What follows belongs to an exercise in optimizing a design on an open flow for small area; a production flow would make more cautious choices. Where RTL was checked, it was by simulation tests only, not by an equivalence proof against the original. The clock port is modelled as an ideal driver, which makes a skipped or thinned clock tree look cheaper than it is; a real chip needs a root buffer or a tree. Power is estimated from default activity; no workload was simulated.

== MS ==
Design taxi, start of the top module:
module taxi(
    input CLK,           
    input RST,           
    input SW0,           
    input [1:0] SW,      
    input BTN1,          
    input BTN2,          
    input BTN3,          
    output [1:0] LD6_7,
    output [7:0] DISP1,
    output [3:0] AN1,
    output [3:0] LD0_3,
    output LD5
    );
==> module display, before the edit <==
module display (
    input CLK, input RST, input [1:0] SW, input BTN2, input flag,
    input [3:0] one, input [3:0] two, input [3:0] three, input [3:0] four,
    input [3:0] t1, input [3:0] t2, input [3:0] t3, input [3:0] t4,
    output [3:0] AN2, output [7:0] DISP1
    );
reg [2:0] cnt1;      
reg [4:0] count;     
reg off;             
reg [1:0] pos;       
reg [3:0] code;      
wire stepd = cnt1[2] & ~cnt1[1];
reg lit;
reg [1:0] k;
always @(*) begin
    case (SW)
        2'd0: begin lit = 1'b1;              k = count[1:0]; end
        2'd1: begin lit = ~count[0];         k = count[2:1]; end
        2'd2: begin lit = count[1:0] == 0;   k = count[3:2]; end
        default: begin lit = count[2:0] == 0; k = count[4:3]; end
    endcase
end
wire dash = ~BTN2 & flag;
wire f = ~BTN2 & ~flag;
wire sf0 = f & ~k[1] & ~k[0], sf1 = f & ~k[1] & k[0], sf2 = f & k[1] & ~k[0], sf3 = f & k[1] & k[0];
wire st0 = BTN2 & ~k[1] & ~k[0], st1 = BTN2 & ~k[1] & k[0], st2 = BTN2 & k[1] & ~k[0], st3 = BTN2 & k[1] & k[0];
wire [3:0] dsel = ({4{sf0}} & one) | ({4{sf1}} & two) | ({4{sf2}} & three) | ({4{sf3}} & four) |
                  ({4{st0}} & t1) | ({4{st1}} & t2) | ({4{st2}} & t3) | ({4{st3}} & t4) | {4{dash}};
wire zf1 = one == 0, zf2 = two == 0, zt1 = t1 == 0, zt2 = t2 == 0;
wire blank = (sf0 & zf1) | (sf1 & zf1 & zf2) | (st0 & zt1) | (st1 & zt1 & zt2);
always @(posedge CLK) begin
    if (RST) cnt1 <= 3'b000;
    else cnt1 <= {cnt1[1:0], ~cnt1[2]};
    if (RST) begin
        count <= 0;
        off <= 1'b1;
    end else if (stepd) begin
        count <= count + 1;
        off <= ~lit | blank;
    end
    if (stepd) begin
        pos <= k;
        code <= dsel;
    end
end
assign AN2[0] = off | pos[1] | pos[0];
assign AN2[1] = off | pos[1] | ~pos[0];
assign AN2[2] = off | ~pos[1] | pos[0];
assign AN2[3] = off | ~pos[1] | ~pos[0];
wire [3:0] c = code;
wire isdash = c[3] & c[2];
wire sa = (c[3] & c[2]) | (c[2] & ~c[1] & ~c[0]) | (~c[3] & ~c[2] & ~c[1] & c[0]);
wire sb = ~((~c[2]) | (~c[3] & c[1] & c[0]) | (~c[1] & ~c[0]));
wire sc = (c[3] & c[1]) | (~c[2] & c[1] & ~c[0]);
wire sd = (c[2] & ~c[1] & ~c[0]) | (c[2] & c[1] & c[0]) | (~c[3] & ~c[2] & ~c[1] & c[0]);
wire se = (c[0]) | (c[2] & ~c[1]);
wire sf = (~c[2] & c[1]) | (c[1] & c[0]) | (~c[3] & ~c[2] & c[0]);
wire sg = (~c[3] & c[2] & c[1] & c[0]) | (~c[3] & ~c[2] & ~c[1]);
assign DISP1 = {~pos[1] | pos[0] | isdash, sg, sf, se, sd, sc, sb, sa};
endmodule
==> flow/config.mk <==
export PLATFORM = sky130hd
export DESIGN_NAME = taxi
export DESIGN_NICKNAME = taxi
export VERILOG_FILES = /design/flow/design.v
export SDC_FILE = /design/flow/constraint.sdc
export NUM_CORES = 8
export LEC_CHECK = 0
export CAP_MARGIN = 20
export CORE_MARGIN = 2
export CORE_UTILIZATION = 40
export SLEW_MARGIN = 20
==> flow/constraint.sdc <==
create_clock -name core_clock -period 10.0 [get_ports {CLK}]
set_input_delay 2.0000 -clock core_clock [delete_from_list [all_inputs] [get_ports {CLK}]]
set_output_delay 2.0000 -clock core_clock [all_outputs]
set_load 0.01 [all_outputs]
standard.sh (not shown) runs the stock make flow with config.mk's settings and CLKGATE_MAP_FILE= SYNTH_SCRIPT=/design/flow/synth_recipe.tcl, a recipe that flattens the netlist after the stock synthesis.
==> flow/flow/run.sh <==
#!/bin/bash
# Layout flow: ORFS's own steps through standard.sh, with
#  - synthesis: ORFS's synth script with an area-oriented ABC script
#    (flow/area.abc) and without the full/half-adder cell extraction; the
#    registers are those of the standard synthesis, only the mapping of the
#    logic between them differs,
#  - port buffers: the smallest buffer cell,
#  - clock tree (flow/cts.tcl): the clock port drives a few clock buffers,
#    each at the centre of a group of flip-flops, instead of an H-tree.
# Each step's full output goes to its own log file in this folder.
set -euo pipefail
W=$(pwd)
F=$W/flow

sed -e 's|log_cmd abc {\*}$abc_args|log_cmd abc -script $::env(FLOW_ABC_SCRIPT) {*}[lrange $abc_args 2 end]|' \
    "$FLOW_HOME/scripts/synth.tcl" > "$W/flow_synth.tcl"
grep -q 'FLOW_ABC_SCRIPT' "$W/flow_synth.tcl"
sed -e "s|source \$::env(SCRIPTS_DIR)/synth.tcl|source $W/flow_synth.tcl|" "$W/synth_recipe.tcl" > "$W/flow_synth_recipe.tcl"
grep -q 'flow_synth.tcl' "$W/flow_synth_recipe.tcl"
export FLOW_ABC_SCRIPT=$F/area.abc
export FLOW_CTS_NBUF=${FLOW_CTS_NBUF:-3}
export FLOW_CTS_BUF=${FLOW_CTS_BUF:-sky130_fd_sc_hd__clkbuf_16}
export FLOW_CLK_PORT=CLK

ARGS=(SYNTH_SCRIPT="$W/flow_synth_recipe.tcl" ADDER_MAP_FILE=
      BUFFER_PORTS_ARGS="-buffer_cell sky130_fd_sc_hd__buf_1")
bash standard.sh "${ARGS[@]}" synth > "$W/log_synth.txt" 2>&1
bash standard.sh "${ARGS[@]}" floorplan > "$W/log_floorplan.txt" 2>&1
bash standard.sh "${ARGS[@]}" place > "$W/log_place.txt" 2>&1
bash standard.sh "${ARGS[@]}" RUN_SCRIPT="$F/cts.tcl" RUN_LOG_NAME_STEM=4_1_cts run > "$W/log_cts.txt" 2>&1
R=$W/orfs/results/$FLOW_PLATFORM/taxi/base
test -f "$R/4_1_cts.odb" && test -f "$R/4_cts.sdc"
cp "$R/4_1_cts.odb" "$R/4_cts.odb"
touch "$R/4_cts.sdc"
bash standard.sh "${ARGS[@]}" route > "$W/log_route.txt" 2>&1
bash standard.sh "${ARGS[@]}" finish > "$W/log_finish.txt" 2>&1
test -f "$W/out/final.def"
Other scripts of this flow, unchanged in this note and not shown: flow/flow/area.abc, flow/flow/cts.tcl
For PW, these inputs were changed with respect to MS:
==> flow/design.v, changed modules only <==
module display (
    input CLK, input RST, input [1:0] SW, input BTN2, input flag,
    input [3:0] one, input [3:0] two, input [3:0] three, input [3:0] four,
    input [3:0] t1, input [3:0] t2, input [3:0] t3, input [3:0] t4,
    output [3:0] AN2, output [7:0] DISP1
    );
reg [2:0] cnt1;      
reg [4:0] count;     
reg off;             
reg [1:0] pos;       
reg [3:0] code;      
wire stepd = cnt1[2] & ~cnt1[1];
reg lit;
reg [1:0] k;
always @(*) begin
    case (SW)
        2'd0: begin lit = 1'b1;              k = count[1:0]; end
        2'd1: begin lit = ~count[0];         k = count[2:1]; end
        2'd2: begin lit = count[1:0] == 0;   k = count[3:2]; end
        default: begin lit = count[2:0] == 0; k = count[4:3]; end
    endcase
end
wire [3:0] d1 = BTN2 ? t1 : one;
wire [3:0] d2 = BTN2 ? t2 : two;
wire [3:0] d3 = BTN2 ? t3 : three;
wire [3:0] d4 = BTN2 ? t4 : four;
wire dash = ~BTN2 & flag;
wire z1 = d1 == 0;
wire z2 = d2 == 0;
wire blank = ~dash & z1 & (~k[1] & (~k[0] | z2));
wire [3:0] dsel = k[1] ? (k[0] ? d4 : d3) : (k[0] ? d2 : d1);
always @(posedge CLK) begin
    if (RST) cnt1 <= 3'b000;
    else cnt1 <= {cnt1[1:0], ~cnt1[2]};
    if (RST) begin
        count <= 0;
        off <= 1'b1;
    end else if (stepd) begin
        count <= count + 1;
        off <= ~lit | blank;
    end
    if (stepd) begin
        pos <= k;
        code <= dash ? 4'd15 : dsel;
    end
end
assign AN2[0] = off | pos[1] | pos[0];
assign AN2[1] = off | pos[1] | ~pos[0];
assign AN2[2] = off | ~pos[1] | pos[0];
assign AN2[3] = off | ~pos[1] | ~pos[0];
wire [3:0] c = code;
wire isdash = c[3] & c[2];
wire sa = (c[3] & c[2]) | (c[2] & ~c[1] & ~c[0]) | (~c[3] & ~c[2] & ~c[1] & c[0]);
wire sb = ~((~c[2]) | (~c[3] & c[1] & c[0]) | (~c[1] & ~c[0]));
wire sc = (c[3] & c[1]) | (~c[2] & c[1] & ~c[0]);
wire sd = (c[2] & ~c[1] & ~c[0]) | (c[2] & c[1] & c[0]) | (~c[3] & ~c[2] & ~c[1] & c[0]);
wire se = (c[0]) | (c[2] & ~c[1]);
wire sf = (~c[2] & c[1]) | (c[1] & c[0]) | (~c[3] & ~c[2] & c[0]);
wire sg = (~c[3] & c[2] & c[1] & c[0]) | (~c[3] & ~c[2] & ~c[1]);
assign DISP1 = {~pos[1] | pos[0] | isdash, sg, sf, se, sd, sc, sb, sa};
endmodule
Results
Comparing share of synthesized cell area in and, or, nand and nor gates for MS and PW, the bigger number came from MS.
Of the two candidates, MS has the worse worst clock skew and PW the better one.
Relative to MS, the internal portion of total power of PW is higher by about 0.4%.
Against MS, PW comes in 0.22 points lower on share of post-route cells with drive strength above 1.
PW went all the way through synthesis, placement and routing and the layout is clean on timing, DRC and antenna.
Number of non-filler instances in the completed layout: PW vs MS up 9
PW vs MS, worst setup slack before clock tree synthesis went up by 61 ps.
Pin count of the biggest net entering global routing in PW is 9.4% lower than in MS
Going from MS to PW, number of cells in the design after placement grows by 1.4%.
Function not checked in PW: the RTL went through the layout flow alone. No run of this note takes its clock network from TritonCTS; it comes from the design's own scripts or RTL.

========
## exp/juniper
taxi, a different RTL version from the one above (not shown whole).
Size in the first run: about 79 flip-flops, ~3900 sq um of cells after synthesis.
==> module timebase, before the edit <==
module timebase (
    input CLK, input RST, input flag, input SW0,
    output kmark, output mmark, output base, output tier2
    );
reg [1:0] cnt2;      
reg [9:0] m;         
reg [3:0] km;
reg [3:0] cnt3;      
reg [5:0] min;       
wire clr = RST | flag;
wire drive = ~flag & ~SW0;
wire wait_ = ~flag & SW0;
wire mend = cnt2[1];
wire send = cnt3 == 4'b1000;
wire m_end = m == 10'b1010110010;
wire min_end = min == 6'b010100;
wire mstep = drive & mend;
wire kstep = mstep & m_end;
wire sstep = wait_ & send;
assign kmark = kstep;
assign mmark = sstep & min_end;
assign base = ~km[3] & ~km[2];
assign tier2 = ~(km[3] & km[1] & km[0]);
always @(posedge CLK) begin
    if (clr) cnt2 <= 0;
    else if (drive) cnt2 <= {cnt2[0], ~cnt2[0] & ~cnt2[1]};
    if (clr | kstep) m <= 0;
    else if (mstep) m <= {m[8:0], ~(m[9] ^ m[6])};
    if (clr) km <= 0;
    else if (kstep & tier2) km <= km + 1;
    if (clr) cnt3 <= 0;
    else if (wait_) cnt3 <= {cnt3[2:0], ~(cnt3[3] ^ cnt3[2])};
    if (RST | (sstep & min_end)) min <= 0;
    else if (sstep) min <= {min[4:0], ~(min[5] ^ min[4])};
end
endmodule
clock: 10.0 ns
lec_check: 0
cap_margin: 20
core_margin: 2
core_utilization: 40
slew_margin: 20
synth_hierarchical: 1
==> flow/flow/run.sh <==
#!/bin/bash
# Layout flow: ORFS's own steps through standard.sh, with
#  - synthesis: ORFS's synth script with an area-oriented ABC script
#    (flow/area.abc) and without the full/half-adder cell extraction; the
#    registers are those of the standard synthesis, only the mapping of the
#    logic between them differs,
#  - port buffers: the smallest buffer cell,
#  - clock tree (flow/cts.tcl): the clock port drives a few clock buffers,
#    each at the centre of a group of flip-flops, instead of an H-tree.
# Each step's full output goes to its own log file in this folder.
set -euo pipefail
W=$(pwd)
F=$W/flow

sed -e 's|log_cmd abc {\*}$abc_args|log_cmd abc -script $::env(FLOW_ABC_SCRIPT) {*}[lrange $abc_args 2 end]|' \
    "$FLOW_HOME/scripts/synth.tcl" > "$W/flow_synth.tcl"
grep -q 'FLOW_ABC_SCRIPT' "$W/flow_synth.tcl"
sed -e "s|source \$::env(SCRIPTS_DIR)/synth.tcl|source $W/flow_synth.tcl|" "$W/synth_recipe.tcl" > "$W/flow_synth_recipe.tcl"
grep -q 'flow_synth.tcl' "$W/flow_synth_recipe.tcl"
export FLOW_ABC_SCRIPT=$F/area.abc
export FLOW_CTS_NBUF=${FLOW_CTS_NBUF:-3}
export FLOW_CTS_BUF=${FLOW_CTS_BUF:-sky130_fd_sc_hd__clkbuf_16}
export FLOW_CLK_PORT=CLK

ARGS=(SYNTH_SCRIPT="$W/flow_synth_recipe.tcl" ADDER_MAP_FILE=
      BUFFER_PORTS_ARGS="-buffer_cell sky130_fd_sc_hd__buf_1"
      MIN_BUF_CELL_AND_PORTS="sky130_fd_sc_hd__buf_1 A X")
bash standard.sh "${ARGS[@]}" synth > "$W/log_synth.txt" 2>&1
bash standard.sh "${ARGS[@]}" floorplan > "$W/log_floorplan.txt" 2>&1
bash standard.sh "${ARGS[@]}" place > "$W/log_place.txt" 2>&1
bash standard.sh "${ARGS[@]}" RUN_SCRIPT="$F/cts.tcl" RUN_LOG_NAME_STEM=4_1_cts run > "$W/log_cts.txt" 2>&1
R=$W/orfs/results/$FLOW_PLATFORM/taxi/base
test -f "$R/4_1_cts.odb" && test -f "$R/4_cts.sdc"
cp "$R/4_1_cts.odb" "$R/4_cts.odb"
touch "$R/4_cts.sdc"
bash standard.sh "${ARGS[@]}" route > "$W/log_route.txt" 2>&1
bash standard.sh "${ARGS[@]}" finish > "$W/log_finish.txt" 2>&1
test -f "$W/out/final.def"
Other scripts of this flow, unchanged in this note and not shown: flow/flow/area.abc, flow/flow/cts.tcl
--- input diff exp/juniper..exp/delta ---
--- a/flow/design.v
+++ b/flow/design.v
@@ -44,40 +44,43 @@
 endmodule
 module timebase (
     input CLK, input RST, input flag, input SW0,
     output kmark, output mmark, output base, output tier2
     );
-reg [1:0] cnt2;      
-reg [9:0] m;         
-reg [3:0] km;
-reg [3:0] cnt3;      
-reg [5:0] min;       
-wire clr = RST | flag;
+reg [1:0] cnt2; reg [9:0] m; reg [3:0] km; reg [3:0] cnt3; reg [5:0] min;
 wire drive = ~flag & ~SW0;
 wire wait_ = ~flag & SW0;
-wire mend = cnt2[1];
-wire send = cnt3 == 4'b1000;
-wire m_end = m == 10'b1010110010;
-wire min_end = min == 6'b010100;
-wire mstep = drive & mend;
-wire kstep = mstep & m_end;
-wire sstep = wait_ & send;
-assign kmark = kstep;
-assign mmark = sstep & min_end;
-assign base = ~km[3] & ~km[2];
-assign tier2 = ~(km[3] & km[1] & km[0]);
-always @(posedge CLK) begin
-    if (clr) cnt2 <= 0;
-    else if (drive) cnt2 <= {cnt2[0], ~cnt2[0] & ~cnt2[1]};
-    if (clr | kstep) m <= 0;
-    else if (mstep) m <= {m[8:0], ~(m[9] ^ m[6])};
-    if (clr) km <= 0;
-    else if (kstep & tier2) km <= km + 1;
-    if (clr) cnt3 <= 0;
-    else if (wait_) cnt3 <= {cnt3[2:0], ~(cnt3[3] ^ cnt3[2])};
-    if (RST | (sstep & min_end)) min <= 0;
-    else if (sstep) min <= {min[4:0], ~(min[5] ^ min[4])};
+wire mend = cnt2 == 2;
+wire send = cnt3 == 14;
+assign kmark = drive & mend & (m == 999);
+assign mmark = wait_ & send & (min == 59);
+assign base = km <= 3;
+assign tier2 = km <= 10;
+always @(posedge CLK) begin
+    if (RST | flag) begin
+        cnt2 <= 0; cnt3 <= 0; m <= 0; km <= 0;
+    end else begin
+        if (drive) begin
+            if (mend) begin
+                cnt2 <= 0;
+                if (m == 999) begin
+                    m <= 0;
+                    if (km != 11) km <= km + 1;
+                end else
+                    m <= m + 1;
+            end else
+                cnt2 <= cnt2 + 1;
+        end
+        if (wait_) begin
+            if (send) cnt3 <= 0;
+            else cnt3 <= cnt3 + 1;
+        end
+    end
+end
+always @(posedge CLK) begin
+    if (RST) min <= 0;
+    else if (wait_ & send) min <= (min == 59) ? 0 : min + 1;
 end
 endmodule
 module fare (
     input CLK, input RST, input flag,
     input kmark, input mmark, input base, input tier2,
==> run summary <==
The initial antenna violation count on exp/delta is in line with that on exp/juniper. Count of multi-input combinational gates for exp/delta: 25 up relative to exp/juniper. The well tap count of exp/delta exceeds that of exp/juniper by 4. Changes observed in exp/delta relative to exp/juniper: synthesized area grew by 1.6%; cell area after layout grew by 61 sq um; number of global-route vias before repair shrank by 1.1%.
No run of this note takes its clock network from TritonCTS; it comes from the design's own scripts or RTL.

afterwards: timing with drivers on the ports:
The flow's constraints put no driver on any port. The routed layouts listed below were extracted and timed again, unchanged, in two steps.
Step 1 assumes that a clkbuf_16 drives the clock port and a buf_2 every other input.
Step 2 also shifts input and output timing later by t, the mid clock arrival at the registers, as if the neighbouring blocks saw the same clock.
Three values: ideal, step 1, step 2; two values: the first two.
run	t (ns)	setup WS [ns]	worst slew at a driven data input, ns
MS	0.220	2.011 / 2.011 / 2.011	0.03
PW	0.225	2.068 / 2.068 / 2.068	0.03
exp/juniper	0.225	3.453 / 3.453 / 3.453	0.03
exp/delta	0.222	3.338 / 3.382 / 3.160	0.03
After both steps every run listed still meets setup and hold. The setup slack of exp/delta, which loses most, moves by +0.044 ns with the drivers and by -0.178 ns with both steps.
